What follows belongs to an exercise in optimizing a design on an open flow for small area and a short achievable clock period; a production flow would make more cautious choices. Only simulation tests tie the RTL to the original design; equivalence was not proved. Power and IR drop assume default switching activity.

==> flow/flow/run.sh <==
#!/bin/bash
# Own layout flow: the standard ORFS flow (standard.sh), with
#  - synthesis mapped by an area-oriented ABC script (flow/abc.script) and
#    without extracting full/half-adder cells,
#  - a setup margin so that repair_timing aims below the clock period.
# Each step's full output goes to its own log file in this folder.
set -uo pipefail
SYNTH_VARS="ABC_AREA=1 ADDER_MAP_FILE= ABC_CLOCK_PERIOD_IN_PS=5000 SYNTH_OPERATIONS_ARGS=-noabc"
LAYOUT_VARS=(SETUP_SLACK_MARGIN=7.5 "BUFFER_PORTS_ARGS=-buffer_cell sky130_fd_sc_hd__buf_2" "CTS_ARGS=-sink_clustering_enable -repair_clock_nets -dont_use_dummy_load -sink_clustering_size 30 -sink_clustering_max_diameter 100")
rm -rf myscripts
cp -r "$FLOW_HOME/scripts" myscripts
cp flow/abc.script myscripts/abc_area.script
bash standard.sh SCRIPTS_DIR="$PWD/myscripts" $SYNTH_VARS synth > synth.log 2>&1 || exit 1
bash standard.sh "${LAYOUT_VARS[@]}" finish > layout.log 2>&1 || exit 1
==> flow/flow/abc.script <==
strash
dc2
dch -f
map -a
topo
stime -c
buffer -c
upsize -c
dnsize -c
==> flow/standard.sh <==
#!/bin/bash
# synth_recipe.tcl (not shown) runs the flow's synth.tcl, then flattens the netlist and writes it again
# the make line also repeats each setting of config.mk as NAME=value (left out here)
make -C /OpenROAD-flow-scripts/flow DESIGN_CONFIG=/design/flow/config.mk WORK_HOME=/design/flow/orfs CLKGATE_MAP_FILE= SYNTH_SCRIPT=/design/flow/synth_recipe.tcl "${@:-finish}"
==> flow/config.mk <==
export PLATFORM = sky130hd
export DESIGN_NAME = CS
export DESIGN_NICKNAME = CS
export VERILOG_FILES = /design/flow/design.v
export SDC_FILE = /design/flow/constraint.sdc
export NUM_CORES = 4
export LEC_CHECK = 0
export CAP_MARGIN = 20
export CORE_MARGIN = 2
export CORE_UTILIZATION = 40
export SLEW_MARGIN = 20
==> flow/constraint.sdc <==
create_clock -name core_clock -period 16.0 [get_ports {clk}]
set_input_delay 3.2000 -clock core_clock [delete_from_list [all_inputs] [get_ports {clk}]]
set_output_delay 3.2000 -clock core_clock [all_outputs]
set_load 0.01 [all_outputs]
==> flow/design.v <==
`timescale 1ns/10ps
module CS(Y, X, reset, clk);
input clk, reset;
input [7:0] X;
output [9:0] Y;
reg [7:0] w [1:9];      
reg [9:1] v;            
reg [7:0] M;            
reg [3:0] R;            
reg [9:1] sel;          
reg [35:0] g;           
function integer idx;   
    input integer i, j;
    idx = (i - 1) * 9 - (i * (i - 1)) / 2 + (j - i) - 1;
endfunction
function [4:0] mod9t;
    input [7:0] v;
    mod9t = {3'b0, v[7:6]} + {2'b0, v[2:0]} + {2'b0, ~v[5:3]};
endfunction
function [4:0] mod9p;
    input [7:0] v;
    mod9p = {v[7:6], 3'b0} - {3'b0, v[7:6]} + {2'b0, v[5:3]};
endfunction
wire [7:0] x9 = v[9] ? w[9] : 8'd0;
wire [4:0] t9 = mod9t(x9);
wire [4:0] p9 = mod9p(x9);
wire t9_lo = t9 < 5'd7;                       
wire t9_hi = t9 > 5'd15;                      
wire [4:0] r9 = t9_lo ? t9 + 5'd2 : t9_hi ? t9 - 5'd16 : t9 - 5'd7;    
wire [7:0] B = M - {3'd0, p9} - {7'd0, t9_hi} + {7'd0, t9_lo} - 8'd2;  
wire [3:0] E = 4'd8 - r9[3:0];
wire [4:0] tx = mod9t(X);
wire [4:0] px = mod9p(X);
wire [5:0] z = {2'b0, R} + {2'b0, E} + {1'b0, tx};
wire [2:0] kp = (z < 6'd6) ? 3'd0 : (z < 6'd15) ? 3'd1 : (z < 6'd24) ? 3'd2 :
                (z < 6'd33) ? 3'd3 : 3'd4;
wire [5:0] Rz = z + 6'd3 - {kp, 3'b0} - {3'b0, kp};
wire [7:0] M_nxt = B + {3'd0, px} + {5'd0, kp};
wire [3:0] R_nxt = Rz[3:0];
wire [9:1] v_nxt = reset ? 9'd0 : {v[8:1], 1'b1};
wire [7:0] M_new = reset ? 8'd0 : M_nxt;
wire [7:0] wn [1:9];    
assign wn[1] = X;
genvar gi;
generate
    for (gi = 2; gi <= 9; gi = gi + 1) begin : shift
        assign wn[gi] = w[gi-1];
    end
endgenerate
wire [9:1] q_nxt;       
wire [35:0] g_nxt;      
wire [9:1] sel_nxt;
genvar gj;
generate
    for (gi = 1; gi <= 9; gi = gi + 1) begin : qual
        assign q_nxt[gi] = v_nxt[gi] & (wn[gi] <= M_new);
    end
    for (gj = 2; gj <= 9; gj = gj + 1) begin : order_new
        assign g_nxt[idx(1, gj)] = (X >= w[gj-1]);
    end
    for (gi = 1; gi <= 7; gi = gi + 1) begin : order_old
        for (gj = gi + 1; gj <= 8; gj = gj + 1) begin : pair
            assign g_nxt[idx(gi + 1, gj + 1)] = g[idx(gi, gj)];
        end
    end
    for (gi = 1; gi <= 9; gi = gi + 1) begin : pick
        wire [9:1] ok;
        for (gj = 1; gj <= 9; gj = gj + 1) begin : other
            if (gj < gi) begin : older
                assign ok[gj] = ~q_nxt[gj] | ~g_nxt[idx(gj, gi)];
            end else if (gj > gi) begin : newer
                assign ok[gj] = ~q_nxt[gj] | g_nxt[idx(gi, gj)];
            end else begin : self
                assign ok[gj] = q_nxt[gj];
            end
        end
        assign sel_nxt[gi] = &ok;
    end
endgenerate
integer k2;
always @(posedge clk) begin
    if (reset) begin
        M <= 8'd0;
        R <= 4'd0;
    end else begin
        M <= M_nxt;
        R <= R_nxt;
    end
    v <= v_nxt;
    sel <= sel_nxt;
    g <= g_nxt;
    for (k2 = 1; k2 <= 9; k2 = k2 + 1) w[k2] <= wn[k2];
end
reg [7:0] A;
integer m;
always @* begin
    A = 8'd0;
    for (m = 1; m <= 9; m = m + 1) A = A | (w[m] & {8{sel[m]}});
end
wire [8:0] U = {1'b0, M} + {1'b0, A};
wire [9:0] T = {1'b0, U} + {6'd0, R};
assign Y = {1'b0, U} + {3'd0, T[9:3]};
endmodule
==> results of run 1 <==
## synth_stat cells (all sizes together), types with 4 or more instances
cell type	instances
clkbuf	21
o22ai	49
dfxtp	130
a22oi	36
nand4	4
a22o	8
a2111oi	13
o221ai	35
o211ai	4
inv	124
xor2	46
nor2	89
a21oi	40
buf	7
or2	20
nand2	199
a221oi	7
o2bb2ai	4
o21ai	64
nand3	25
xnor2	17
## through the flow
stage	cells	power [mW]	instance area, sq um
after floorplan	972	1.261	7292
after global placement	1195	1.488	7547
after detailed placement	1195	1.498	7547
after CTS	1214	1.812	8005
after global routing	1238	2.147	8437
final	1238	1.992	8437
## state kept, by name, summed over array words and instances (netlist names)
name and flops:
g 28, M 8, w 72, sel 9, R 4, v 9
## path summary, 6_finish.rpt
kind	slack (ns)	cells past startpoint	end	from
worst max-delay path	7.65	41	sel[9]	X[1]
worst min register to register	0.35	0	w[7][0]	w[6][0]
worst min-delay path	0.35	0	w[7][0]	w[6][0]
worst max register to register	7.98	59	sel[9]	v[9]
## metal layers
metal	part of all wire, %	wire (um)	GRT usage [%]	vias to the layer above
li1	-	-	-	3413
met3	6.2	1282	4.144	28
met5	0	0	0	-
met2	46	9659	33.45	205
met1	46	9556	28.15	3123
met4	1.5	310	6.326	0
## cell families after synthesis
kind of cell | after synthesis
flops | 130
compound gates | 277
simple gates | 344
buf+inv | 155
fa+ha+maj | 3
xor+xnor | 63
## power groups by stage
stage	clock (mW)	combinational [mW]	sequential (mW)
after floorplan	0	0.875	0.386
after global routing	0.323	1.42	0.402
final	0.305	1.29	0.399
after global placement	0	1.08	0.405
after CTS	0.309	1.11	0.397
after detailed placement	0	1.09	0.404
## layout make-up
cell class / instances / area [sq um]
Fill cell: 1770 / 9465
Multi-Input combinational cell: 687 / 4280
Sequential cell: 130 / 2609
Inverter: 127 / 495.5
Clock buffer: 17 / 425.4
Timing Repair Buffer: 47 / 335.3
Tap cell: 229 / 286.5
Timing Repair inverter: 1 / 5.005
## timing repair
item	in CTS	in global routing
setup endpoints to repair	11	13
buffers inserted	2	23
endpoints found under the hold margin	0	0
resized for setup	6	59
pin swaps	0	24
cloned	0	1
==> impl_metrics.yaml, run 1 <==
timing:
  tightest_slew_ns: 0.9156
  setup_ws_ns: 7.646
  max-slew-margin-rel_pct: 37.38
  setup_tns_ns: 0
  setup_viol: 0
  period_needed_ns: 8.354
  finClkSkew_ns: 0.01577
  holdWs_ns: 0.3483
  rsz0062_at_grt: "true"
  fmaxAchievable_mhz: 119.7
  final_hold_viol_count: 0
  maxSlewViolCount: 0
  period_share_pct: 52.21
synth:
  synth_flop_cell: "dfxtp_1"
  synth_edf_count: 0
  synthCells: 972
  synth_xor_area_share_pct: 7.567
  ys_seq_area_share_pct: 35.69
  avgSynthCellArea_sq_um: 7.502
  synth-simple-area-share_pct: 20.78
  ys_types: 60
  synth_seq_cells: 130
  ys_top_cells_by_area: "dfxtp_1, nand2_1, xor2_1"
  async_flop_share_pct: 0
  synth_top_family_by_area: "compound AO/OA/AOI/OAI gates"
  synth_compound_area_share_pct: 26.90
  synthMuxAreaShare_pct: 0
  syn-num-nets: 982
  synth_area_leader_cell: "dfxtp_1"
  syn_area_sq_um: 7292
  synth_top_area_share_pct: 35.69
  synth-adder-area-share_pct: 0.4118
  ys_warn_count: 2
worst_setup_path:
  slowest_delay_ns: 0.27
  worstSetupEndpointType: "flip-flop"
  critPathKind: "input pin to flip-flop"
  cp.arrival_ns: 8.67
  worstPathMaxFanout: 6
  worst-path-buf-inv: 9
  cp.required_ns: 16.31
  slowest_stage: "a2111oi_2"
  worstSetupStartpointType: "input pin"
  cp_top_family: "simple AND/OR/NAND/NOR gates"
final_layout:
  final_common_cell: "nand2_1"
  num_antenna_cells: 0
  syn2layout_area_growth_pct: 15.70
  drive_above_1_share_pct: 17.54
  nets: 1021
  layout_common_cells: "nand2_1, dfxtp_1, inv_1, nor2_1, o21ai_0"
  fin_util_pct: 47.13
die:
  die_h_um: 139.0
  rows: 49
  dieWidth_um: 139.0
  dieArea_sq_um: 19330
  start_util_pct: 40.73
  ios: 20
  core_area_sq_um: 17900
global_route:
  grt_max_degree: 22
  antenna_found_initial: 0
  grt_pass1_vias: 6175
  grt-ovfl-total: 0
  grt_first_pass_wirelength_um: 31910
  grt_use_total_pct: 20.76
clocking:
  cts_buffers: 17
  clkSinkCount: 130
  clk_pin_slew_ns: 0.05
  cts_tree: "yes"
  h-tree-depth: 4
  cts_hold_buf: 0
  clkLatencyLatePin_ns: 0.42
  cts_root_buffer: "clkbuf_16"
  cts_buffer_depth: 2
pwr:
  power_density_nw_per_um2: 236.1
  seqPwrFrac_pct: 20.0
  switching_share_pct: 47.02
  p_sw_mw: 0.9368
  irDropWorstVdd_uv: 228.3
  power_leakage_nw: 3.690
  p_comb_share_pct: 64.7
  cell_internal_pwr_mw: 1.055
  clkPwrFrac_pct: 15.3
worst_hold_path:
  hold_class: "flip-flop to flip-flop"
outcome:
  status: "finished clean"
placed_design:
  post-place-ws_ns: 6.816
  io_buffer_count: 19
  dpl.hpwl_um: 15330
  gp_congestion: 0.9077
drt:
  vias: 6769
  wl_per_cell_um: 16.81
  drt-total-wl_um: 20810
  viasPerCell: 5.468
  initialDrtViolationCount: 713
  postRouteAntennaNets: 0
  drc: 0
  drtPass1Iterations: 5
job:
  cap_violations: 0
==> run 2: changes to the inputs <==
==> flow/design.v (replaced) <==
`timescale 1ns/10ps
module CS(Y, X, reset, clk);
input clk, reset;
input [7:0] X;
output [9:0] Y;
reg [7:0] w [1:9];      
reg [9:1] v;            
reg [11:0] S;           
reg [9:1] sel;          
reg [35:0] g;           
function integer idx;   
    input integer i, j;
    idx = (i - 1) * 9 - (i * (i - 1)) / 2 + (j - i) - 1;
endfunction
wire [7:0] x9 = v[9] ? w[9] : 8'd0;
wire [11:0] P = S - {4'd0, x9};               
wire [11:0] S_nxt = P + {4'd0, X};
wire [9:1] v_nxt = reset ? 9'd0 : {v[8:1], 1'b1};
wire [7:0] wn [1:9];    
assign wn[1] = X;
genvar gi, gj;
generate
    for (gi = 2; gi <= 9; gi = gi + 1) begin : shift
        assign wn[gi] = w[gi-1];
    end
endgenerate
wire [9:1] q_nxt;       
wire [35:0] g_nxt;      
wire [9:1] sel_nxt;
generate
    assign q_nxt[1] = v_nxt[1] & ({1'b0, X, 3'd0} <= {1'b0, P});
    for (gi = 2; gi <= 9; gi = gi + 1) begin : qual
        wire [11:0] w9x = {1'b0, wn[gi], 3'd0} + {4'd0, wn[gi]};
        assign q_nxt[gi] = v_nxt[gi] & (w9x <= S_nxt);
    end
    for (gj = 2; gj <= 9; gj = gj + 1) begin : order_new
        assign g_nxt[idx(1, gj)] = (X >= w[gj-1]);
    end
    for (gi = 1; gi <= 7; gi = gi + 1) begin : order_old
        for (gj = gi + 1; gj <= 8; gj = gj + 1) begin : pair
            assign g_nxt[idx(gi + 1, gj + 1)] = g[idx(gi, gj)];
        end
    end
    for (gi = 1; gi <= 9; gi = gi + 1) begin : pick
        wire [9:1] ok;
        for (gj = 1; gj <= 9; gj = gj + 1) begin : other
            if (gj < gi) begin : older
                assign ok[gj] = ~q_nxt[gj] | ~g_nxt[idx(gj, gi)];
            end else if (gj > gi) begin : newer
                assign ok[gj] = ~q_nxt[gj] | g_nxt[idx(gi, gj)];
            end else begin : self
                assign ok[gj] = q_nxt[gj];
            end
        end
        assign sel_nxt[gi] = &ok;
    end
endgenerate
integer k2;
always @(posedge clk) begin
    if (reset) S <= 12'd0;
    else S <= S_nxt;
    v <= v_nxt;
    sel <= sel_nxt;
    g <= g_nxt;
    for (k2 = 1; k2 <= 9; k2 = k2 + 1) w[k2] <= wn[k2];
end
reg [7:0] A;
integer m;
always @* begin
    A = 8'd0;
    for (m = 1; m <= 9; m = m + 1) A = A | (w[m] & {8{sel[m]}});
end
wire [12:0] YS = {1'b0, S} + {2'b0, A, 3'd0} + {5'd0, A};
assign Y = YS[12:3];
endmodule
--- a/flow/flow/run.sh
+++ b/flow/flow/run.sh
@@ -7,4 +7,4 @@
 set -uo pipefail
-SYNTH_VARS="ABC_AREA=1 ADDER_MAP_FILE= ABC_CLOCK_PERIOD_IN_PS=5000 SYNTH_OPERATIONS_ARGS=-noabc"
-LAYOUT_VARS=(SETUP_SLACK_MARGIN=7.5 "BUFFER_PORTS_ARGS=-buffer_cell sky130_fd_sc_hd__buf_2" "CTS_ARGS=-sink_clustering_enable -repair_clock_nets -dont_use_dummy_load -sink_clustering_size 30 -sink_clustering_max_diameter 100")
+SYNTH_VARS="ABC_AREA=1 ADDER_MAP_FILE= ABC_CLOCK_PERIOD_IN_PS=5000"
+LAYOUT_VARS=(SETUP_SLACK_MARGIN=7.5 "BUFFER_PORTS_ARGS=-buffer_cell sky130_fd_sc_hd__buf_2" "CTS_ARGS=-sink_clustering_enable -repair_clock_nets -dont_use_dummy_load -sink_clustering_size 30 -sink_clustering_max_diameter 100 -buf_list sky130_fd_sc_hd__clkbuf_8 -root_buf sky130_fd_sc_hd__clkbuf_16")
 rm -rf myscripts
==> impl_metrics.yaml, run 2 <==
outcome:
  status: "finished clean"
synth:
  ys_seq_area_share_pct: 31.70
  synth.most_common_cell: "nand2_1"
  ys_types: 52
  async_flop_share_pct: 0
  ys_warn_count: 2
  synth_edf_count: 0
  ys_top_cells_by_area: "dfxtp_1, nand2_1, nor2_1"
  syn-num-nets: 1213
  synth_area_leader_cell: "dfxtp_1"
  synth_flop_cell: "dfxtp_1"
  synth_seq_cells: 130
  syn_area_sq_um: 8209
  avgSynthCellArea_sq_um: 6.824
  synthCells: 1203
  synth_top_area_share_pct: 31.70
  yosys-top-cells-count: "nand2_1, nor2_1, inv_1"
worst_setup_path:
  worstPathMaxFanout: 8
  worstSetupEndpointType: "output pin"
  critPathKind: "flip-flop to output pin"
  path_cells: "a22oi_1, o21ai_0, a2111oi_0, buf_4, nand2_1, nand2_1, xor2_1, inv_1, or2_2, nand2_1, nand2_1, nand2_1, nand2_1, nand2_1, nand2_1, a21oi_1, inv_1, o21ai_0, inv_1, o41ai_1, xor2_1, buf_2"
  cp.arrival_ns: 4.40
  path_common_cell: "nand2_1"
  slowest_stage: "a2111oi_0"
  slowest_delay_ns: 0.57
  worstSetupStartpointType: "flip-flop"
  cp.required_ns: 12.80
final_layout:
  top_regs: "w: 72 flops, g: 28 flops, S: 12 flops"
  num_antenna_cells: 0
  final_area_sq_um: 8766
  nFillCells: 2113
  drive_above_1_share_pct: 9.001
  layout_common_cells: "nand2_1, nor2_1, inv_1, dfxtp_1, o22ai_1"
  final_common_cell: "nand2_1"
  ff_latch_area_sq_um: 2603
  multi_input_area_sq_um: 4815
  regMostFlops: "w"
  largest_register_ffs: 72
  syn2layout_area_growth_pct: 6.783
  nets: 1223
placed_design:
  gp_congestion: 1.021
  io_buffer_count: 19
  dpl.hpwl_um: 21220
  dpl_cell_area_sq_um: 8521
timing:
  tightest_slew_ns: 1.042
  max-slew-margin-rel_pct: 30.34
  fmaxAchievable_mhz: 131.5
  maxSlewViolCount: 0
  period_share_pct: 47.51
  setup_tns_ns: 0
  period_needed_ns: 7.602
  finClkSkew_ns: 0.02061
  final_hold_viol_count: 0
  setup_viol: 0
  rsz0062_at_grt: "false"
die:
  dieWidth_um: 147.3
  start_util_pct: 40.70
  ios: 20
  die_h_um: 147.3
  rows: 52
  core_area_sq_um: 20170
  dieArea_sq_um: 21680
clocking:
  cts.repair.resized: 0
  cts_hold_buf: 0
  cts_root_buffer: "clkbuf_16"
  cts_buffers: 17
  clk_pin_slew_ns: 0.07
  clkSinkCount: 130
  cts_tree: "yes"
  h-tree-depth: 4
  cts_setup_buffers: 0
  cts_buffer_depth: 2
  clkLatencyLatePin_ns: 0.39
drt:
  initialDrtViolationCount: 856
  drt-total-wl_um: 26890
  drc: 0
  wl_per_cell_um: 18.16
  postRouteAntennaNets: 0
  viasPerCell: 5.724
  drtPass1Iterations: 5
  vias: 8477
pwr:
  power.total_mw: 1.667
  power_density_nw_per_um2: 190.1
  irDropWorstVdd_uv: 77.11
  power_leakage_nw: 3.938
global_route:
  antenna_found_initial: 0
  grt_max_degree: 22
  grt_pass1_vias: 7989
  grt-ovfl-total: 0
  grt_use_total_pct: 25.36
  grt_first_pass_wirelength_um: 42800
worst_hold_path:
  hold_class: "flip-flop to flip-flop"
job:
  cap_violations: 0
## run 2: cell types whose count changed in the layout (fill, tap and decap cells not counted), moves of 9 or more
cell       delta
a21oi_1      +10
a221oi_2      +9
a22oi_1      +15
buf_4        -24
clkbuf_16    -16
clkbuf_8     +16
inv_1        +54
nand2_1      +10
nor2_1      +108
o21ai_0      +18
o21ai_1      +12
o22ai_1      +28
## run 2: per-stage QoR
step / hold WS (ns) / setup WS, ns / std cells / util, %
4_1_cts: 0.3622 / 8.442 / 1481 / 43.46
3_5_place_dp: 0.3604 / 8.788 / 1464 / 42.25
3_3_place_gp: 0.3573 / 8.833 / 1464 / 42.25
2_1_floorplan: 0.3290 / 9.346 / 1203 / -
5_1_grt: 0.3742 / 7.893 / 1481 / 43.46
6_report: 0.3620 / 8.398 / 1481 / 43.46
## run 2: cell type report
cell class                 instances  share of cell area [%]
clock buffer                      17                   2.798
timing repair buffer              22                   1.342
tap                              270                   3.854
sequential                       130                   29.69
inverter                         172                   7.394
multi-input combinational        870                   54.92
## run 2: final timing paths
| path | start | depth (start not counted) | end | slack [ns] |
|---|---|---|---|---|
| worst max-delay path | sel[2] | 22 | Y[8] | 8.40 |
| worst min-delay path | w[7][0] | 0 | w[8][0] | 0.36 |
| worst max register to register | v[9] | 29 | sel[4] | 10.89 |
| worst min register to register | w[7][0] | 0 | w[8][0] | 0.36 |
## run 2: critical path, delay by kind of cell, from the launching register on
family	cells	cell delay (ns)
AOI/OAI and AO/OA	6	1.81
xor gates and xnor gates	2	0.31
and+or+nand+nor	9	0.83
DFF	1	0.41
buffers and inverters	5	0.64
## run 2: report_power, final
group          total, mW  switching [mW]  leakage (nW)  internal (mW)
clock network      0.218           0.118         0.127         0.0999
logic               1.05           0.684          2.72          0.366
registers          0.398          0.0410          1.09          0.357
## run 2: metal layers
metal	global-route usage [%]	vias to the layer above	routed length (um)
met5	0	-	0
met4	8.462	0	619
met2	41.75	356	12430
met3	4.410	47	1987
li1	-	4090	-
met1	33.74	3984	11860
## run 2: logic make-up (layout without fill, tap and decap cells)
logic type      after synthesis  in the layout  share of synthesized area [%]
xor+xnor                     68             68                          7.438
flops                       130            130                          31.70
buf+inv                     203            211                          9.663
fa+ha+maj                     2              2                         0.2439
compound gates              340            340                          27.66
simple gates                460            460                          23.29
==> run 3: changes to the inputs <==
--- a/flow/flow/run.sh
+++ b/flow/flow/run.sh
@@ -7,3 +7,3 @@
 set -uo pipefail
-SYNTH_VARS="ABC_AREA=1 ADDER_MAP_FILE= ABC_CLOCK_PERIOD_IN_PS=5000"
+SYNTH_VARS="ABC_AREA=1 ADDER_MAP_FILE= ABC_CLOCK_PERIOD_IN_PS=5000 SYNTH_OPERATIONS_ARGS=-noabc"
 LAYOUT_VARS=(SETUP_SLACK_MARGIN=7.5 "BUFFER_PORTS_ARGS=-buffer_cell sky130_fd_sc_hd__buf_2" "CTS_ARGS=-sink_clustering_enable -repair_clock_nets -dont_use_dummy_load -sink_clustering_size 30 -sink_clustering_max_diameter 100 -buf_list sky130_fd_sc_hd__clkbuf_8 -root_buf sky130_fd_sc_hd__clkbuf_16")
==> impl_metrics.yaml, run 3 <==
outcome:
  status: "finished clean"
clocking:
  cts_root_buffer: "clkbuf_16"
  cts_hold_buf: 0
  clkLatencyLatePin_ns: 0.39
  clk_pin_slew_ns: 0.08
  cts_buffers: 17
  clkSinkCount: 130
  h-tree-depth: 4
  cts.repair.resized: 0
  cts_buffer_depth: 2
  cts_setup_buffers: 0
  cts_tree: "yes"
drt:
  drc: 0
  initialDrtViolationCount: 676
  postRouteAntennaNets: 0
  drtPass1Iterations: 5
  wl_per_cell_um: 18.71
  vias: 8220
  viasPerCell: 5.669
  drt-total-wl_um: 27130
worst_setup_path:
  slowest_stage: "a211oi_1"
  worstRegToRegCells: 33
  cp.required_ns: 12.80
  r2r-start: "v[9]"
  r2r_end: "sel[7]"
  critPathKind: "flip-flop to output pin"
  worst-path-buf-inv: 2
  path_cells: "inv_1, nor2_1, a21oi_1, nand4_1, a211oi_1, or2_2, nand2_1, xor2_1, maj3_1, maj3_1, maj3_1, nand2_1, o21ai_1, nand2_1, o21ai_1, and2_1, nand2_1, o21ai_1, nand2_1, nand2_1, maj3_1, buf_2"
  cp.arrival_ns: 4.86
  worstSetupStartpointType: "flip-flop"
  cp_top_family: "adder cells"
  path_common_cell: "nand2_1"
  worstSetupEndpointType: "output pin"
  worstPathMaxFanout: 6
  slowest_delay_ns: 0.68
  ff2ff_setup_slack_ns: 10.60
synth:
  ys_types: 49
  synth-adder-area-share_pct: 0.9880
  synth_seq_cells: 130
  synth_top_family_by_area: "compound AO/OA/AOI/OAI gates"
  synth.most_common_cell: "nand2_1"
  ys_top_cells_by_area: "dfxtp_1, nand2_1, nor2_1"
  synthCells: 1176
  synth-simple-area-share_pct: 21.74
  syn-num-nets: 1186
  synth_compound_area_share_pct: 26.43
  synthMuxAreaShare_pct: 0
  syn_area_sq_um: 8105
  ys_seq_area_share_pct: 32.11
  synth_area_leader_cell: "dfxtp_1"
  synth_edf_count: 0
  async_flop_share_pct: 0
  synth_top_area_share_pct: 32.11
  synth_xor_area_share_pct: 9.293
  ys_warn_count: 2
  synth_flop_cell: "dfxtp_1"
  yosys-top-cells-count: "nand2_1, nor2_1, inv_1"
  avgSynthCellArea_sq_um: 6.892
timing:
  rsz0062_at_grt: "false"
  setup_viol: 0
  period_needed_ns: 8.060
  finClkSkew_ns: 0.03316
  period_share_pct: 50.38
  fmaxAchievable_mhz: 124.1
  max-slew-margin-rel_pct: 38.57
  maxSlewViolCount: 0
  final_hold_viol_count: 0
  tightest_slew_ns: 0.9192
  holdWs_ns: 0.3575
  setup_tns_ns: 0
global_route:
  grt-ovfl-total: 0
  grt_max_degree: 22
  grt_use_total_pct: 25.81
  antenna_found_initial: 0
  grt_first_pass_wirelength_um: 42590
  grt_pass1_vias: 7919
final_layout:
  fin_util_pct: 43.24
  final_area_sq_um: 8665
  top_regs: "w: 72 flops, g: 28 flops, S: 12 flops"
  largest_register_ffs: 72
  num_antenna_cells: 0
  regMostFlops: "w"
  syn2layout_area_growth_pct: 6.900
  nets: 1192
  final_common_cell: "nand2_1"
  layout_common_cells: "nand2_1, nor2_1, inv_1, dfxtp_1, o22ai_1"
  drive_above_1_share_pct: 7.881
die:
  dieWidth_um: 146.4
  rows: 52
  core_area_sq_um: 20040
  dieArea_sq_um: 21420
  ios: 20
  start_util_pct: 40.45
  die_h_um: 146.4
pwr:
  power_leakage_nw: 3.919
  power_density_nw_per_um2: 174.7
  irDropWorstVdd_uv: 65.29
worst_hold_path:
  hold_class: "flip-flop to flip-flop"
  hold_start: "g[17]"
  hold_path_end: "g[23]"
  holdPathStages: 0
placed_design:
  dpl.hpwl_um: 21200
  dpl_cell_area_sq_um: 8418
  io_buffer_count: 19
  gp_congestion: 0.9791
job:
  cap_violations: 0
==> run 3: area by class of cell <==
type	count	area (sq um)
clock buffers	17	245.2
repair buffers	25	140.1
well taps	270	337.8
inverters	160	600.6
flip-flops and latches	130	2603
multi-input cells	848	4738
fillers	2119	11370
==> run 3: power by group <==
group          internal [mW]  leakage, nW  total (mW)  switching, mW
logic                  0.315         2.70       0.899          0.585
registers              0.357         1.09       0.399         0.0423
clock network         0.0999        0.127       0.216          0.116
total                  0.771         3.92        1.51          0.743
==> run 3: stage by stage <==
step                std cells  setup WS (ns)  total power [mW]
detailed placement       1433          8.288             1.291
finish                   1450          7.940             1.514
floorplan                1176          9.081             1.072
global placement         1433          8.340             1.287
global route             1450          7.563             1.634
CTS                      1450          7.879             1.505
==> run 3: cell families (layout without fill, tap and decap cells) <==
| family | Yosys count | count (layout) |
|---|---|---|
| AO/OA/AOI/OAI | 322 | 322 |
| XOR/XNOR | 86 | 86 |
| adder cells (fa/ha/maj) | 8 | 8 |
| AND/OR/NAND/NOR | 432 | 432 |
| buffers and inverters | 198 | 202 |
| flip-flops | 130 | 130 |
==> run 3: worst max path at each step <==
| stage | startpoint | to | cells past startpoint | slack (ns) |
|---|---|---|---|---|
| 3_5_place_dp | sel[1] | Y[9] | 20 | 8.29 |
| 3_3_place_gp | sel[6] | Y[9] | 20 | 8.34 |
| 4_1_cts | sel[1] | Y[9] | 20 | 7.88 |
| 2_1_floorplan | sel[8] | Y[9] | 20 | 9.08 |
| 5_1_grt | sel[6] | Y[9] | 22 | 7.56 |
| 6_report | sel[6] | Y[9] | 22 | 7.94 |
==> run 3: per-layer routing <==
metal,vias up,part of all wire [%],global-route usage [%]
li1,3990,-,-
met1,3827,44,34.64
met2,353,46,41.98
met3,50,7.6,4.375
met4,0,2.3,9.175
met5,-,0,0
==> run 4: changes to the inputs <==
--- a/flow/flow/run.sh
+++ b/flow/flow/run.sh
@@ -7,4 +7,4 @@
 set -uo pipefail
-SYNTH_VARS="ABC_AREA=1 ADDER_MAP_FILE= ABC_CLOCK_PERIOD_IN_PS=5000 SYNTH_OPERATIONS_ARGS=-noabc"
-LAYOUT_VARS=(SETUP_SLACK_MARGIN=7.5 "BUFFER_PORTS_ARGS=-buffer_cell sky130_fd_sc_hd__buf_2" "CTS_ARGS=-sink_clustering_enable -repair_clock_nets -dont_use_dummy_load -sink_clustering_size 30 -sink_clustering_max_diameter 100 -buf_list sky130_fd_sc_hd__clkbuf_8 -root_buf sky130_fd_sc_hd__clkbuf_16")
+SYNTH_VARS="ABC_AREA=1 ADDER_MAP_FILE= ABC_CLOCK_PERIOD_IN_PS=5000"
+LAYOUT_VARS=(SETUP_SLACK_MARGIN=9.5 "BUFFER_PORTS_ARGS=-buffer_cell sky130_fd_sc_hd__buf_2" "CTS_ARGS=-sink_clustering_enable -repair_clock_nets -dont_use_dummy_load -sink_clustering_size 30 -sink_clustering_max_diameter 100 -buf_list sky130_fd_sc_hd__clkbuf_8 -root_buf sky130_fd_sc_hd__clkbuf_16")
 rm -rf myscripts
==> impl_metrics.yaml, run 4 <==
outcome:
  status: "finished clean"
synth:
  ys_seq_area_share_pct: 31.70
  syn-num-nets: 1213
  syn_area_sq_um: 8209
  ys_types: 52
  async_flop_share_pct: 0
  yosys-top-cells-count: "nand2_1, nor2_1, inv_1"
  synth_area_leader_cell: "dfxtp_1"
  synth.most_common_cell: "nand2_1"
  synth_flop_cell: "dfxtp_1"
  synth_seq_cells: 130
  avgSynthCellArea_sq_um: 6.824
  ys_top_cells_by_area: "dfxtp_1, nand2_1, nor2_1"
  synthCells: 1203
  synth_edf_count: 0
  synth_top_area_share_pct: 31.70
  ys_warn_count: 2
final_layout:
  regMostFlops: "w"
  final_common_cell: "nor2_1"
  nFillCells: 2006
  layout_common_cells: "nor2_1, nand2_1, inv_1, dfxtp_1, o22ai_1"
  final_cells: 1565
  syn2layout_area_growth_pct: 22.60
  ff_latch_area_sq_um: 2635
  fin_util_pct: 49.90
  top_regs: "w: 72 flops, g: 28 flops, S: 12 flops"
  num_antenna_cells: 0
  nets: 1307
  largest_register_ffs: 72
  drive_above_1_share_pct: 24.17
  multi_input_area_sq_um: 5348
drt:
  initialDrtViolationCount: 766
  drt-total-wl_um: 29570
  drtPass1Iterations: 5
  drc: 0
  vias: 8990
  viasPerCell: 5.744
  postRouteAntennaNets: 0
  wl_per_cell_um: 18.89
timing:
  period_share_pct: 41.18
  period_needed_ns: 6.588
  final_hold_viol_count: 0
  fmaxAchievable_mhz: 151.8
  setup_tns_ns: 0
  finClkSkew_ns: 0.03376
  tightest_slew_ns: 0.5993
  setup_viol: 0
  maxSlewViolCount: 0
  max-slew-margin-rel_pct: 60.05
  rsz0062_at_grt: "true"
placed_design:
  placed_cells: 1463
  dpl.hpwl_um: 21630
  gp_congestion: 0.9772
  io_buffer_count: 19
worst_setup_path:
  r2r_end: "sel[7]"
  critPathKind: "flip-flop to output pin"
  r2r-start: "v[9]"
  path_common_cell: "buf_6"
  cp.required_ns: 12.80
  cp_top_family: "buffers and inverters"
  worstPathMaxFanout: 6
  worstRegToRegCells: 34
  slowest_delay_ns: 0.38
  slowest_stage: "dfxtp_4"
  worst-path-buf-inv: 10
  path_cells: "a22oi_2, o21ai_2, a2111oi_4, buf_4, buf_6, nor2_4, inv_2, nand2_2, xnor2_1, inv_1, or2_4, nand2_2, nand2_2, a21oi_2, inv_2, o21ai_2, buf_4, buf_6, buf_6, buf_6, xnor2_2, buf_2"
  worstSetupEndpointType: "output pin"
  worstSetupStartpointType: "flip-flop"
  cp.arrival_ns: 3.39
  ff2ff_setup_slack_ns: 10.99
pwr:
  power_leakage_nw: 4.453
  irDropWorstVdd_uv: 100.5
  power.total_mw: 2.158
  power_density_nw_per_um2: 214.4
die:
  rows: 52
  die_h_um: 147.3
  dieWidth_um: 147.3
  core_area_sq_um: 20170
  ios: 20
  dieArea_sq_um: 21680
  start_util_pct: 40.70
clocking:
  clkLatencyLatePin_ns: 0.39
  clk_pin_slew_ns: 0.06
  h-tree-depth: 4
  cts_tree: "yes"
  cts_root_buffer: "clkbuf_16"
  cts_hold_buf: 0
  cts_buffer_depth: 2
  cts_buffers: 17
  clkSinkCount: 130
global_route:
  antenna_found_initial: 0
  grt-ovfl-total: 0
  grt_pass1_vias: 8254
  grt_use_total_pct: 26.05
  grt_max_degree: 22
  grt_first_pass_wirelength_um: 43780
worst_hold_path:
  hold_path_end: "w[9][0]"
  hold_start: "w[8][0]"
  holdPathStages: 0
  hold_class: "flip-flop to flip-flop"
job:
  cap_violations: 0
==> run 4: per-stage QoR <==
| stage | area (sq um) | setup WS (ns) | hold WS [ns] |
|---|---|---|---|
| after floorplan | 8217 | 9.508 | 0.3290 |
| after global placement | 8521 | 8.653 | 0.3606 |
| after detailed placement | 8526 | 8.839 | 0.3615 |
| after CTS | 9129 | 9.152 | 0.3541 |
| after global routing | 10060 | 9.214 | 0.3495 |
| final | 10060 | 9.412 | 0.3595 |
==> run 4: logic make-up after synthesis <==
group,Yosys count,synth area share (%)
buffers and inverters,203,9.663
AO/OA/AOI/OAI,340,27.66
flip-flops,130,31.70
adder cells (fa/ha/maj),2,0.2439
AND/OR/NAND/NOR,460,23.29
XOR/XNOR,68,7.438
==> run 4: how the worst max path moves through the flow <==
stage,end,start,cells after the start
after detailed placement,sel[5],X[1],30
after global placement,Y[8],sel[2],21
after CTS,Y[8],sel[2],23
after floorplan,sel[9],X[1],33
final,Y[6],sel[2],22
after global routing,Y[6],sel[9],22
==> run 4: repair_timing <==
item | in CTS | in global routing
pin swaps | 16 | 59
gates cloned | 0 | 4
setup endpoints to repair | 14 | 14
gates resized for setup | 50 | 137
buffers inserted | 23 | 58
==> run 4: area by class of cell <==
class                           instances  area share (%)
Multi-Input combinational cell        872           53.13
Sequential cell                       130           26.18
Timing Repair Buffer                  102           7.931
Inverter                              172           6.813
Tap cell                              270           3.357
Clock buffer                           17           2.437
Timing Repair inverter                  2          0.1492
==> run 4: worst register-to-register path: cells and delay by family, from the launching register on <==
kind	cells	cell delay, ns
AOI/OAI and AO/OA	8	1.15
DFF	1	0.65
and+or+nand+nor	19	2.17
buffers and inverters	7	0.92
==> run 4: routing by layer <==
layer / track usage [%] / routed length (um)
met5: 0 / 0
met1: 32.89 / 12450
met3: 5.776 / 2320
met4: 9.760 / 757
met2: 43.57 / 14040
==> run 4: power by group <==
group	total, mW	internal (mW)	switching [mW]
Combinational	1.54	0.653	0.887
Clock	0.214	0.0999	0.114
Sequential	0.403	0.359	0.0445
Total	2.16	1.11	1.05
==> run 5: changes to the inputs <==
--- a/flow/flow/run.sh
+++ b/flow/flow/run.sh
@@ -8,3 +8,3 @@
 SYNTH_VARS="ABC_AREA=1 ADDER_MAP_FILE= ABC_CLOCK_PERIOD_IN_PS=5000"
-LAYOUT_VARS=(SETUP_SLACK_MARGIN=9.5 "BUFFER_PORTS_ARGS=-buffer_cell sky130_fd_sc_hd__buf_2" "CTS_ARGS=-sink_clustering_enable -repair_clock_nets -dont_use_dummy_load -sink_clustering_size 30 -sink_clustering_max_diameter 100 -buf_list sky130_fd_sc_hd__clkbuf_8 -root_buf sky130_fd_sc_hd__clkbuf_16")
+LAYOUT_VARS=(SETUP_SLACK_MARGIN=8.5 CORE_UTILIZATION=65 PLACE_DENSITY=0.75 GPL_TIMING_DRIVEN=1 "BUFFER_PORTS_ARGS=-buffer_cell sky130_fd_sc_hd__buf_2" "CTS_ARGS=-sink_clustering_enable -repair_clock_nets -dont_use_dummy_load -sink_clustering_size 30 -sink_clustering_max_diameter 100 -buf_list sky130_fd_sc_hd__clkbuf_8 -root_buf sky130_fd_sc_hd__clkbuf_16")
 rm -rf myscripts
==> impl_metrics.yaml, run 5 <==
worst_setup_path:
  cp.required_ns: 12.80
  worstSetupStartpointType: "flip-flop"
  critPathKind: "flip-flop to output pin"
  worstSetupEndpointType: "output pin"
  worstPathMaxFanout: 8
  cp.arrival_ns: 3.90
  ff2ff_setup_slack_ns: 10.84
clocking:
  clkSinkCount: 130
  clkLatencyLatePin_ns: 0.38
  cts_buffer_depth: 2
  cts_root_buffer: "clkbuf_16"
  clk_pin_slew_ns: 0.07
  h-tree-depth: 4
  cts_buffers: 17
  cts_hold_buf: 0
  cts_tree: "yes"
timing:
  maxSlewViolCount: 0
  holdWs_ns: 0.3669
  setup_ws_ns: 8.899
  rsz0062_at_grt: "false"
  tightest_slew_ns: 0.6997
  finClkSkew_ns: 0.01876
  setup_viol: 0
  final_hold_viol_count: 0
  period_share_pct: 44.38
  fmaxAchievable_mhz: 140.8
  setup_tns_ns: 0
  max-slew-margin-rel_pct: 53.00
  period_needed_ns: 7.101
synth:
  ys_types: 52
  ys_warn_count: 2
  ys_seq_area_share_pct: 31.70
  synthCells: 1203
  syn_area_sq_um: 8209
  avgSynthCellArea_sq_um: 6.824
  synth_flop_cell: "dfxtp_1"
  synth.most_common_cell: "nand2_1"
  synth_area_leader_cell: "dfxtp_1"
  async_flop_share_pct: 0
  synth_seq_cells: 130
  syn-num-nets: 1213
  synth_top_area_share_pct: 31.70
  ys_top_cells_by_area: "dfxtp_1, nand2_1, nor2_1"
  synth_edf_count: 0
  yosys-top-cells-count: "nand2_1, nor2_1, inv_1"
pwr:
  power.total_mw: 1.685
  power_density_nw_per_um2: 193.4
  power_leakage_nw: 3.967
  irDropWorstVdd_uv: 88.15
die:
  rows: 41
  ios: 20
  core_area_sq_um: 12470
  dieArea_sq_um: 13540
  die_h_um: 116.4
  dieWidth_um: 116.4
  start_util_pct: 65.85
placed_design:
  post-place-ws_ns: 8.852
  dpl.hpwl_um: 19960
  gp_congestion: 0.9931
  io_buffer_count: 19
  dpl_cell_area_sq_um: 8404
global_route:
  grt_first_pass_wirelength_um: 40560
  grt-ovfl-total: 0
  grt_use_total_pct: 39.38
  grt_max_degree: 22
  grt_pass1_vias: 8146
  antenna_found_initial: 1
final_layout:
  final_area_sq_um: 8716
  num_antenna_cells: 0
  syn2layout_area_growth_pct: 6.173
  nets: 1224
  top_regs: "w: 72 flops, g: 28 flops, S: 12 flops"
  layout_common_cells: "nand2_1, nor2_1, inv_1, dfxtp_1, o22ai_1"
  final_common_cell: "nand2_1"
  regMostFlops: "w"
  drive_above_1_share_pct: 9.818
  largest_register_ffs: 72
drt:
  postRouteAntennaNets: 0
  drtPass1Iterations: 8
  vias: 8631
  initialDrtViolationCount: 1123
  drc: 0
  wl_per_cell_um: 18.58
  drt-total-wl_um: 25720
  viasPerCell: 6.236
worst_hold_path:
  hold_class: "flip-flop to flip-flop"
job:
  cap_violations: 0
outcome:
  status: "finished clean"
==> run 5: cell types whose count changed in the layout (fill, tap and decap cells not counted), sizes merged <==
| cell | change |
|---|---|
| buf | -79 |
| clkinvlp | -5 |
| inv | +3 |
| nand2 | -2 |
==> run 5: layout make-up <==
| cell class | count | area (sq um) |
|---|---|---|
| timing repair buffer | 23 | 125.1 |
| tap | 172 | 215.2 |
| sequential | 130 | 2603 |
| fill | 1134 | 3750 |
| inverter | 172 | 648.1 |
| clock buffer | 17 | 245.2 |
| multi-input combinational | 870 | 4880 |
==> run 5: cells by family after synthesis <==
logic type | synth area share [%]
simple gates | 23.29
xor+xnor | 7.438
compound gates | 27.66
buf+inv | 9.663
fa+ha+maj | 0.2439
flops | 31.70
==> run 5: through the flow <==
step | utilization, % | instances
6_report | 69.92 | 1384
5_1_grt | 69.92 | 1384
4_1_cts | 69.40 | 1383
3_5_place_dp | 67.42 | 1366
3_3_place_gp | 67.37 | 1366
2_1_floorplan | - | 1203
==> run 5: where the power goes <==
| part | switching, mW | internal [mW] | leakage (nW) |
|---|---|---|---|
| logic | 0.698 | 0.375 | 2.75 |
| registers | 0.0414 | 0.357 | 1.09 |
| clock network | 0.113 | 0.0998 | 0.127 |
==> run 5: what timing repair did <==
item | CTS | global route
buffers inserted | 0 | 1
pin swaps | 0 | 2
cloned | 0 | 0
endpoints found under the setup margin | 1 | 5
resized for setup | 1 | 10
==> run 5: path summary, 6_finish.rpt <==
path                 from  endpoint  cells past startpoint
setup / recovery   sel[2]      Y[8]                     21
hold / removal    w[4][0]   w[5][0]                      0
setup reg to reg     v[9]    sel[7]                     25
hold reg to reg   w[4][0]   w[5][0]                      0
==> run 5: critical path, stage by stage, from the launching register on <==
cell	delay (ns)
dfxtp_1	0.42
a22oi_2	0.28
o21ai_0	0.19
a2111oi_4	0.50
nand2_1	0.13
nand2_1	0.10
xor2_1	0.14
inv_1	0.06
or2_2	0.28
nand2_1	0.06
nand2_1	0.08
nand2_1	0.07
nand2_1	0.07
nand2_1	0.06
nand2_1	0.07
a21oi_1	0.13
inv_1	0.08
o21ai_2	0.15
inv_1	0.09
o41ai_2	0.23
xor2_1	0.17
buf_2	0.15
==> run 5: metal layers <==
| layer | track usage, % | part of all wire (%) |
|---|---|---|
| met1 | 49.82 | 40 |
| met2 | 64.22 | 46 |
| met3 | 9.289 | 11 |
| met4 | 17.46 | 3.9 |
| met5 | 0 | 0.058 |
==> run 6: changes to the inputs <==
--- a/flow/flow/run.sh
+++ b/flow/flow/run.sh
@@ -8,3 +8,3 @@
 SYNTH_VARS="ABC_AREA=1 ADDER_MAP_FILE= ABC_CLOCK_PERIOD_IN_PS=5000"
-LAYOUT_VARS=(SETUP_SLACK_MARGIN=8.5 CORE_UTILIZATION=65 PLACE_DENSITY=0.75 GPL_TIMING_DRIVEN=1 "BUFFER_PORTS_ARGS=-buffer_cell sky130_fd_sc_hd__buf_2" "CTS_ARGS=-sink_clustering_enable -repair_clock_nets -dont_use_dummy_load -sink_clustering_size 30 -sink_clustering_max_diameter 100 -buf_list sky130_fd_sc_hd__clkbuf_8 -root_buf sky130_fd_sc_hd__clkbuf_16")
+LAYOUT_VARS=(SETUP_SLACK_MARGIN=8.5 CORE_UTILIZATION=65 PLACE_DENSITY=0.75 "BUFFER_PORTS_ARGS=-buffer_cell sky130_fd_sc_hd__buf_2" "CTS_ARGS=-sink_clustering_enable -repair_clock_nets -dont_use_dummy_load -sink_clustering_size 30 -sink_clustering_max_diameter 100 -buf_list sky130_fd_sc_hd__clkbuf_8 -root_buf sky130_fd_sc_hd__clkbuf_16")
 rm -rf myscripts
==> impl_metrics.yaml, run 6 <==
pwr:
  power.total_mw: 1.685
  clkPwrFrac_pct: 12.6
  seqPwrFrac_pct: 23.7
  p_sw_mw: 0.8528
  switching_share_pct: 50.60
  p_comb_share_pct: 63.7
  power_leakage_nw: 3.967
  irDropWorstVdd_uv: 88.15
  cell_internal_pwr_mw: 0.8325
  power_density_nw_per_um2: 193.4
clocking:
  h-tree-depth: 4
  clkSinkCount: 130
  cts_tree: "yes"
  clk_pin_slew_ns: 0.07
  clkLatencyLatePin_ns: 0.38
  cts_root_buffer: "clkbuf_16"
  cts_buffer_depth: 2
  cts_buffers: 17
synth:
  ys_types: 52
  ys_warn_count: 2
  synth_seq_cells: 130
  ys_top_cells_by_area: "dfxtp_1, nand2_1, nor2_1"
  synth_flop_cell: "dfxtp_1"
  syn_area_sq_um: 8209
  yosys-top-cells-count: "nand2_1, nor2_1, inv_1"
  synth.most_common_cell: "nand2_1"
  ys_seq_area_share_pct: 31.70
  syn-num-nets: 1213
  synthCells: 1203
  synth_edf_count: 0
  synth_top_area_share_pct: 31.70
  async_flop_share_pct: 0
  synth_area_leader_cell: "dfxtp_1"
  avgSynthCellArea_sq_um: 6.824
die:
  start_util_pct: 65.85
  die_h_um: 116.4
  ios: 20
  dieWidth_um: 116.4
  dieArea_sq_um: 13540
  rows: 41
  core_area_sq_um: 12470
worst_setup_path:
  ff2ff_setup_slack_ns: 10.84
  worstSetupEndpointType: "output pin"
  critPathKind: "flip-flop to output pin"
  cp.required_ns: 12.80
  cp.arrival_ns: 3.90
  worstPathMaxFanout: 8
  worstSetupStartpointType: "flip-flop"
final_layout:
  nets: 1224
  nFillCells: 1134
  regMostFlops: "w"
  syn2layout_area_growth_pct: 6.173
  largest_register_ffs: 72
  layout_common_cells: "nand2_1, nor2_1, inv_1, dfxtp_1, o22ai_1"
  num_antenna_cells: 0
  top_regs: "w: 72 flops, g: 28 flops, S: 12 flops"
  final_cells: 1384
  drive_above_1_share_pct: 9.818
  final_common_cell: "nand2_1"
drt:
  wl_per_cell_um: 18.58
  postRouteAntennaNets: 0
  initialDrtViolationCount: 1123
  drc: 0
  vias: 8631
  viasPerCell: 6.236
  drtPass1Iterations: 8
  drt-total-wl_um: 25720
global_route:
  grt_max_degree: 22
  grt_use_total_pct: 39.38
  grt-ovfl-total: 0
  grt_first_pass_wirelength_um: 40560
  antenna_found_initial: 1
  grt_pass1_vias: 8146
timing:
  period_share_pct: 44.38
  max-slew-margin-rel_pct: 53.00
  final_hold_viol_count: 0
  fmaxAchievable_mhz: 140.8
  setup_viol: 0
  period_needed_ns: 7.101
  finClkSkew_ns: 0.01876
  rsz0062_at_grt: "false"
  holdWs_ns: 0.3669
  maxSlewViolCount: 0
  setup_ws_ns: 8.899
  setup_tns_ns: 0
  tightest_slew_ns: 0.6997
placed_design:
  post-place-ws_ns: 8.852
  gp_congestion: 0.9931
  io_buffer_count: 19
  placed_cells: 1366
  dpl.hpwl_um: 19960
worst_hold_path:
  hold_class: "flip-flop to flip-flop"
outcome:
  status: "finished clean"
job:
  cap_violations: 0
## run 6: cell counts after synthesis
No cell type changed its count.
## run 6: power groups by stage
stage / combinational (mW) / clock, mW / sequential (mW)
finish: 1.07 / 0.213 / 0.399
global route: 1.20 / 0.224 / 0.401
CTS: 1.04 / 0.213 / 0.395
detailed placement: 1.03 / 0 / 0.402
global placement: 1.01 / 0 / 0.403
floorplan: 0.822 / 0 / 0.385
## run 6: worst paths after layout
path / from / to / depth (start not counted)
max: sel[2] / Y[8] / 21
min: w[4][0] / w[5][0] / 0
max reg2reg: v[9] / sel[7] / 25
min reg2reg: w[4][0] / w[5][0] / 0
## run 6: timing repair
item,CTS,global route
pin swaps,0,2
setup buffers,0,1
resized for setup,1,10
hold buffers,0,0
endpoints found under the setup margin,1,5
## run 6: final cells by class
cell class	count	area [sq um]	area share (%)
Timing Repair Buffer	23	125.1	1.436
Tap cell	172	215.2	2.469
Multi-Input combinational cell	870	4880	55.99
Inverter	172	648.1	7.436
Clock buffer	17	245.2	2.814
Sequential cell	130	2603	29.86
## run 6: critical path, stage by stage, from the launching register on
cell and delay, ns:
dfxtp_1 0.42, a22oi_2 0.28, o21ai_0 0.19, a2111oi_4 0.50
nand2_1 0.13, nand2_1 0.10, xor2_1 0.14, inv_1 0.06
or2_2 0.28, nand2_1 0.06, nand2_1 0.08, nand2_1 0.07
nand2_1 0.07, nand2_1 0.06, nand2_1 0.07, a21oi_1 0.13
inv_1 0.08, o21ai_2 0.15, inv_1 0.09, o41ai_2 0.23
xor2_1 0.17, buf_2 0.15
## run 6: cells by family after synthesis
logic type      count (synthesis)  synth area share, %
simple gates                  460                23.29
buf+inv                       203                9.663
compound gates                340                27.66
fa+ha+maj                       2               0.2439
flops                         130                31.70
xor+xnor                       68                7.438
## run 6: per-stage QoR
step	utilization, %	area, sq um
floorplan	-	8209
global placement	67.37	8398
detailed placement	67.42	8404
CTS	69.40	8651
global route	69.92	8716
finish	69.92	8716
## run 6: metal layers
layer	part of all wire [%]	track usage (%)	vias to the layer above
met4	3.9	17.46	2
met2	46	64.22	491
met5	0.058	0	-
met3	11	9.289	91
met1	40	49.82	3955
li1	-	-	4092
==> run 7: changes to the inputs <==
--- a/flow/flow/run.sh
+++ b/flow/flow/run.sh
@@ -8,3 +8,3 @@
 SYNTH_VARS="ABC_AREA=1 ADDER_MAP_FILE= ABC_CLOCK_PERIOD_IN_PS=5000"
-LAYOUT_VARS=(SETUP_SLACK_MARGIN=8.5 CORE_UTILIZATION=65 PLACE_DENSITY=0.75 "BUFFER_PORTS_ARGS=-buffer_cell sky130_fd_sc_hd__buf_2" "CTS_ARGS=-sink_clustering_enable -repair_clock_nets -dont_use_dummy_load -sink_clustering_size 30 -sink_clustering_max_diameter 100 -buf_list sky130_fd_sc_hd__clkbuf_8 -root_buf sky130_fd_sc_hd__clkbuf_16")
+LAYOUT_VARS=(SETUP_SLACK_MARGIN=8.5 "BUFFER_PORTS_ARGS=-buffer_cell sky130_fd_sc_hd__buf_2" "CTS_ARGS=-sink_clustering_enable -repair_clock_nets -dont_use_dummy_load -sink_clustering_size 30 -sink_clustering_max_diameter 100 -buf_list sky130_fd_sc_hd__clkbuf_8 -root_buf sky130_fd_sc_hd__clkbuf_16")
 rm -rf myscripts
==> flow/flow/abc.script (replaced) <==
strash
dc2
dch -f
map -a
topo
stime -c
buffer -c
upsize -c
dnsize -c
strash
dch -f
map -a
topo
stime -c
buffer -c
upsize -c
dnsize -c
==> impl_metrics.yaml, run 7 <==
final_layout:
  final_cells: 1458
  regMostFlops: "w"
  nets: 1199
  top_regs: "w: 72 flops, g: 28 flops, S: 12 flops"
  final_area_sq_um: 8712
  drive_above_1_share_pct: 8.593
  syn2layout_area_growth_pct: 7.470
  layout_common_cells: "nor2_1, nand2_1, inv_1, dfxtp_1"
  nFillCells: 2171
  largest_register_ffs: 72
drt:
  drt-total-wl_um: 27130
  postRouteAntennaNets: 0
  initialDrtViolationCount: 812
  drtPass1Iterations: 6
  drc: 0
  vias: 8181
  viasPerCell: 5.611
  wl_per_cell_um: 18.61
global_route:
  met1_usage_pct: 33.17
  grt_first_pass_wirelength_um: 41900
  use_met2_pct: 41.63
  grt_pass1_vias: 7777
  grt_use_total_pct: 25.30
  grt-ovfl-total: 0
  grt_max_degree: 22
  use_met3_pct: 4.938
  antenna_found_initial: 3
  top_usage_layer: "met2"
clocking:
  clkLatencyLatePin_ns: 0.38
  clkSinkCount: 130
  cts_buffer_depth: 2
  h-tree-depth: 4
  clk_pin_slew_ns: 0.08
  cts_buffers: 17
  cts_setup_buffers: 0
  cts_root_buffer: "clkbuf_16"
  cts_hold_buf: 0
  cts_tree: "yes"
die:
  dieWidth_um: 146.4
  die_h_um: 146.4
  rows: 52
  core_area_sq_um: 20040
  ios: 20
  start_util_pct: 40.45
  dieArea_sq_um: 21420
timing:
  maxSlewViolCount: 0
  setup_tns_ns: 0
  tightest_slew_ns: 0.7930
  setup_viol: 0
  final_hold_viol_count: 0
  finClkSkew_ns: 0.03189
  max-slew-margin-rel_pct: 46.65
  period_needed_ns: 7.097
  fmaxAchievable_mhz: 140.9
  rsz0062_at_grt: "false"
  period_share_pct: 44.36
worst_setup_path:
  worst-path-buf-inv: 3
  cp.arrival_ns: 7.36
  slowest_delay_ns: 0.37
  r2r-start: "v[9]"
  worstSetupStartpointType: "input pin"
  cp_top_family: "compound AO/OA/AOI/OAI gates"
  worstSetupEndpointType: "flip-flop"
  crit_start: "X[1]"
  path_cells: "buf_2, clkinv_1, nand2_1, nand3_1, nand2_1, clkinvlp_4, a211oi_1, a21oi_1, a21oi_1, a21oi_1, a221oi_1, o22ai_1, maj3_1, o21ai_1, a21oi_1, a211oi_2, o221ai_1, nand2_1, nor2_1, a21oi_1, o2111ai_1, a2111oi_2"
  slowest_stage: "nand2_1"
  path_common_cell: "a21oi_1"
  worstPathMaxFanout: 12
  critPathKind: "input pin to flip-flop"
  cp.required_ns: 16.26
synth:
  ys_warn_count: 2
  synth_area_leader_cell: "dfxtp_1"
  async_flop_share_pct: 0
  syn-num-nets: 1183
  synth_top_area_share_pct: 32.10
  synth_seq_cells: 130
  avgSynthCellArea_sq_um: 6.911
  synth.most_common_cell: "nand2_1"
  yosys-top-cells-count: "nand2_1, nor2_1, inv_1"
  synthCells: 1173
  synth_flop_cell: "dfxtp_1"
  synth_edf_count: 0
  syn_area_sq_um: 8107
  ys_types: 54
  ys_seq_area_share_pct: 32.10
  ys_top_cells_by_area: "dfxtp_1, nand2_1, nor2_1"
pwr:
  irDropWorstVdd_uv: 71.38
  power_leakage_nw: 3.839
  power_density_nw_per_um2: 177.1
placed_design:
  placed_cells: 1439
  dpl_cell_area_sq_um: 8421
  io_buffer_count: 19
  dpl.hpwl_um: 21470
  gp_congestion: 0.9353
worst_hold_path:
  hold_class: "flip-flop to flip-flop"
  hold_start: "g[5]"
outcome:
  status: "finished clean"
job:
  cap_violations: 0
==> run 7: cell count changes after synthesis, sizes merged, moves of 5 or more <==
cell / previous run / this run
a221oi: 13 / 7
nor4: 4 / 9
clkbuf: 23 / 14
inv: 170 / 154
o21a: 7 / 1
nor3: 9 / 18
maj3: 2 / 8
xor2: 53 / 62
a22oi: 47 / 35
a31oi: 0 / 6
nand2: 215 / 199
a21boi: 2 / 9
==> run 7: cell type report <==
type                    count  area, sq um  share of cell area [%]
clock buffers              17        245.2                   2.815
flip-flops and latches    130         2603                   29.87
well taps                 270        337.8                   3.878
diodes                      1        2.502                 0.02872
inverters                 160        609.3                   6.994
repair buffers             20        100.1                   1.149
multi-input cells         860         4815                   55.26
==> run 7: layer usage <==
| layer | routed length (um) | share of wire (%) |
|---|---|---|
| met1 | 12020 | 44 |
| met5 | 0 | 0 |
| met3 | 2071 | 7.6 |
| met2 | 12420 | 46 |
| met4 | 618 | 2.3 |
==> run 7: final timing paths <==
kind	to	slack, ns	depth (start not counted)
max	sel[8]	8.90	22
min	g[13]	0.34	0
max reg2reg	sel[2]	10.93	31
min reg2reg	g[13]	0.34	0
==> run 7: what timing repair did <==
| action | 4_1_cts | 5_1_grt |
|---|---|---|
| resized for setup | 0 | 6 |
| endpoints found under the hold margin | 0 | 0 |
| endpoints found under the setup margin | 0 | 12 |
==> run 7: logic make-up after synthesis <==
logic type      synth area share [%]
compound gates                 25.59
xor+xnor                       9.029
fa+ha+maj                      1.034
buf+inv                        8.906
flops                          32.10
simple gates                   23.34
==> run 7: where the power goes <==
part           total (mW)  switching [mW]  internal (mW)
Combinational       0.931           0.600          0.331
Sequential          0.397          0.0399          0.357
Clock               0.216           0.116         0.0999
Total                1.54           0.756          0.787
==> run 7: metrics by stage <==
stage	utilization [%]	total power, mW	worst slack (ns)	hold WS (ns)
detailed placement	42.02	1.312	8.533	0.3388
global placement	42.02	1.305	8.662	0.3376
finish	43.48	1.543	8.903	0.3371
global route	43.46	1.668	8.524	0.3342
CTS	43.24	1.524	8.516	0.3350
floorplan	-	1.103	9.589	0.3290
==> run 8: changes to the inputs <==
==> flow/flow/abc.script (replaced) <==
strash
dc2
dch -f
map -a
topo
stime -c
buffer -c
upsize -c
dnsize -c
==> impl_metrics.yaml, run 8 <==
outcome:
  status: "finished clean"
clocking:
  h-tree-depth: 4
  clk_pin_slew_ns: 0.07
  cts_tree: "yes"
  clkLatencyLatePin_ns: 0.38
  cts_root_buffer: "clkbuf_16"
  cts_buffer_depth: 2
  cts_buffers: 17
  clkSinkCount: 130
synth:
  avgSynthCellArea_sq_um: 6.824
  synth_seq_cells: 130
  yosys-top-cells-count: "nand2_1, nor2_1, inv_1"
  ys_seq_area_share_pct: 31.70
  synthCells: 1203
  ys_types: 52
  async_flop_share_pct: 0
  syn_area_sq_um: 8209
  synth_flop_cell: "dfxtp_1"
  ys_warn_count: 2
  synth_area_leader_cell: "dfxtp_1"
  synth_edf_count: 0
  ys_top_cells_by_area: "dfxtp_1, nand2_1, nor2_1"
  syn-num-nets: 1213
  synth_top_area_share_pct: 31.70
  synth.most_common_cell: "nand2_1"
drt:
  initialDrtViolationCount: 916
  drtPass1Iterations: 5
  drc: 0
  viasPerCell: 5.701
  postRouteAntennaNets: 0
  drt-total-wl_um: 26850
  vias: 8443
  wl_per_cell_um: 18.13
pwr:
  power.total_mw: 1.673
  p_sw_mw: 0.8454
  seqPwrFrac_pct: 23.9
  p_comb_share_pct: 63.1
  power_leakage_nw: 3.953
  power_density_nw_per_um2: 189.7
  clkPwrFrac_pct: 13.0
  switching_share_pct: 50.54
  cell_internal_pwr_mw: 0.8274
  irDropWorstVdd_uv: 76.46
die:
  core_area_sq_um: 20170
  rows: 52
  start_util_pct: 40.70
  dieWidth_um: 147.3
  die_h_um: 147.3
  ios: 20
  dieArea_sq_um: 21680
worst_setup_path:
  worst-path-buf-inv: 4
  path_cells: "a22oi_1, o21ai_0, nor4_1, nor2_1, inv_1, nand2_1, xnor2_1, nand2_1, nand2_1, nand2_1, nand2_1, nand2_1, nand2_1, nand2_1, a21oi_1, inv_1, o21ai_1, inv_1, o41ai_2, xor2_1, buf_2"
  worstSetupEndpointType: "output pin"
  slowest_stage: "nor4_1"
  worstSetupStartpointType: "flip-flop"
  path_common_cell: "nand2_1"
  slowest_delay_ns: 0.59
  critPathKind: "flip-flop to output pin"
  cp.arrival_ns: 3.84
  cp.required_ns: 12.80
  worstPathMaxFanout: 8
  cp_top_family: "simple AND/OR/NAND/NOR gates"
placed_design:
  gp_congestion: 1.021
  post-place-ws_ns: 8.788
  dpl.hpwl_um: 21220
  io_buffer_count: 19
final_layout:
  regMostFlops: "w"
  top_regs: "w: 72 flops, g: 28 flops, S: 12 flops"
  largest_register_ffs: 72
  syn2layout_area_growth_pct: 7.407
  nets: 1223
  num_antenna_cells: 0
  layout_common_cells: "nand2_1, nor2_1, inv_1, dfxtp_1, o22ai_1"
  drive_above_1_share_pct: 9.744
  final_common_cell: "nand2_1"
global_route:
  grt-ovfl-total: 0
  grt_first_pass_wirelength_um: 42810
  grt_max_degree: 22
  antenna_found_initial: 0
  grt_pass1_vias: 7994
  grt_use_total_pct: 25.37
timing:
  finClkSkew_ns: 0.01943
  tightest_slew_ns: 1.046
  maxSlewViolCount: 0
  fmaxAchievable_mhz: 142.0
  period_needed_ns: 7.043
  rsz0062_at_grt: "false"
  holdWs_ns: 0.3616
  setup_tns_ns: 0
  setup_ws_ns: 8.957
  setup_viol: 0
  period_share_pct: 44.02
  final_hold_viol_count: 0
  max-slew-margin-rel_pct: 30.11
job:
  cap_violations: 0
worst_hold_path:
  hold_class: "flip-flop to flip-flop"
## run 8: cell count changes in the layout (fill, tap and decap cells not counted), moves of 8 or more
cell	before	now
o21ai_0	79	69
o21ai_1	3	16
a22oi_1	35	44
nor3_1	16	7
inv_1	144	155
xor2_1	59	51
nand2_1	187	198
## run 8: path summary, 6_finish.rpt
kind / slack, ns / endpoint / cells past startpoint / startpoint
max reg2reg: 10.91 / sel[5] / 29 / v[9]
max: 8.96 / Y[8] / 21 / sel[5]
min reg2reg: 0.36 / w[8][0] / 0 / w[7][0]
min: 0.36 / w[8][0] / 0 / w[7][0]
## run 8: metal layers
metal,vias up,wire [um],GRT usage [%]
met4,0,653,8.462
met5,-,0,0
met3,54,1868,4.720
li1,4081,-,-
met1,3996,11900,33.58
met2,312,12420,41.73
## run 8: stage by stage
step | utilization [%] | instances | instance area, sq um
4_1_cts | 43.48 | 1481 | 8770
6_report | 43.72 | 1481 | 8817
3_5_place_dp | 42.25 | 1464 | 8521
3_3_place_gp | 42.25 | 1464 | 8521
2_1_floorplan | - | 1203 | 8209
5_1_grt | 43.72 | 1481 | 8817
## run 8: power groups by stage
stage / logic [mW] / clock network [mW] / registers [mW]
6_report: 1.06 / 0.218 / 0.399
5_1_grt: 1.18 / 0.236 / 0.404
4_1_cts: 1.04 / 0.221 / 0.397
3_5_place_dp: 1.04 / 0 / 0.405
3_3_place_gp: 1.03 / 0 / 0.405
2_1_floorplan: 0.822 / 0 / 0.385
## run 8: layout make-up
class / count / area [sq um]
timing repair buffer: 22 / 117.6
fill: 2109 / 11350
clock buffer: 17 / 245.2
inverter: 172 / 648.1
sequential: 130 / 2603
multi-input combinational: 870 / 4866
tap: 270 / 337.8
## run 8: repair_timing
action	in CTS	in global routing
hold buffers	0	0
resized for setup	3	10
hold endpoints to repair	0	0
setup endpoints to repair	1	4
setup buffers	0	0
## run 8: logic make-up after synthesis
group | after synthesis | synth area share [%]
adder cells (fa/ha/maj) | 2 | 0.2439
AND/OR/NAND/NOR | 460 | 23.29
flip-flops | 130 | 31.70
buffers and inverters | 203 | 9.663
XOR/XNOR | 68 | 7.438
AO/OA/AOI/OAI | 340 | 27.66

re-timing with driven ports:
The results above use ideal ports. As a check the final layouts listed here were re-extracted and re-timed, cells and wires unchanged.
Step 1 sets driving cells, clkbuf_16 on the clock port and buf_2 on the other inputs (assumed; they add their load-dependent delay and slew).
Step 2 adds t to the input delays and takes it off the output delays; t is the mean of the earliest and latest rising clock arrival at the registers after step 1. Input paths then give back, and output paths get back, about the clock's delay inside the block.
a / b / c = ideal / step 1 / step 2; a / b = the first two.
run | t, ns | setup slack, ns | worst setup path after step 2
run 1 | 0.454 | 7.646 / 7.624 / 7.170 | input to register
run 2 | 0.421 | 8.398 / 8.354 / 8.676 | input to register
run 3 | 0.420 | 7.940 / 7.891 / 8.311 | register to output
run 4 | 0.418 | 9.412 / 9.364 / 8.997 | input to register
run 5 | 0.414 | 8.899 / 8.857 / 8.660 | input to register
run 6 | 0.414 | 8.899 / 8.857 / 8.660 | input to register
run 7 | 0.415 | 8.903 / 8.867 / 8.511 | input to register
run 8 | 0.418 | 8.957 / 8.914 / 8.704 | input to register
After both steps setup and hold are still met in every run listed. The setup slack of run 1, which loses most, moves by -0.022 ns with the drivers and by -0.476 ns with both steps.
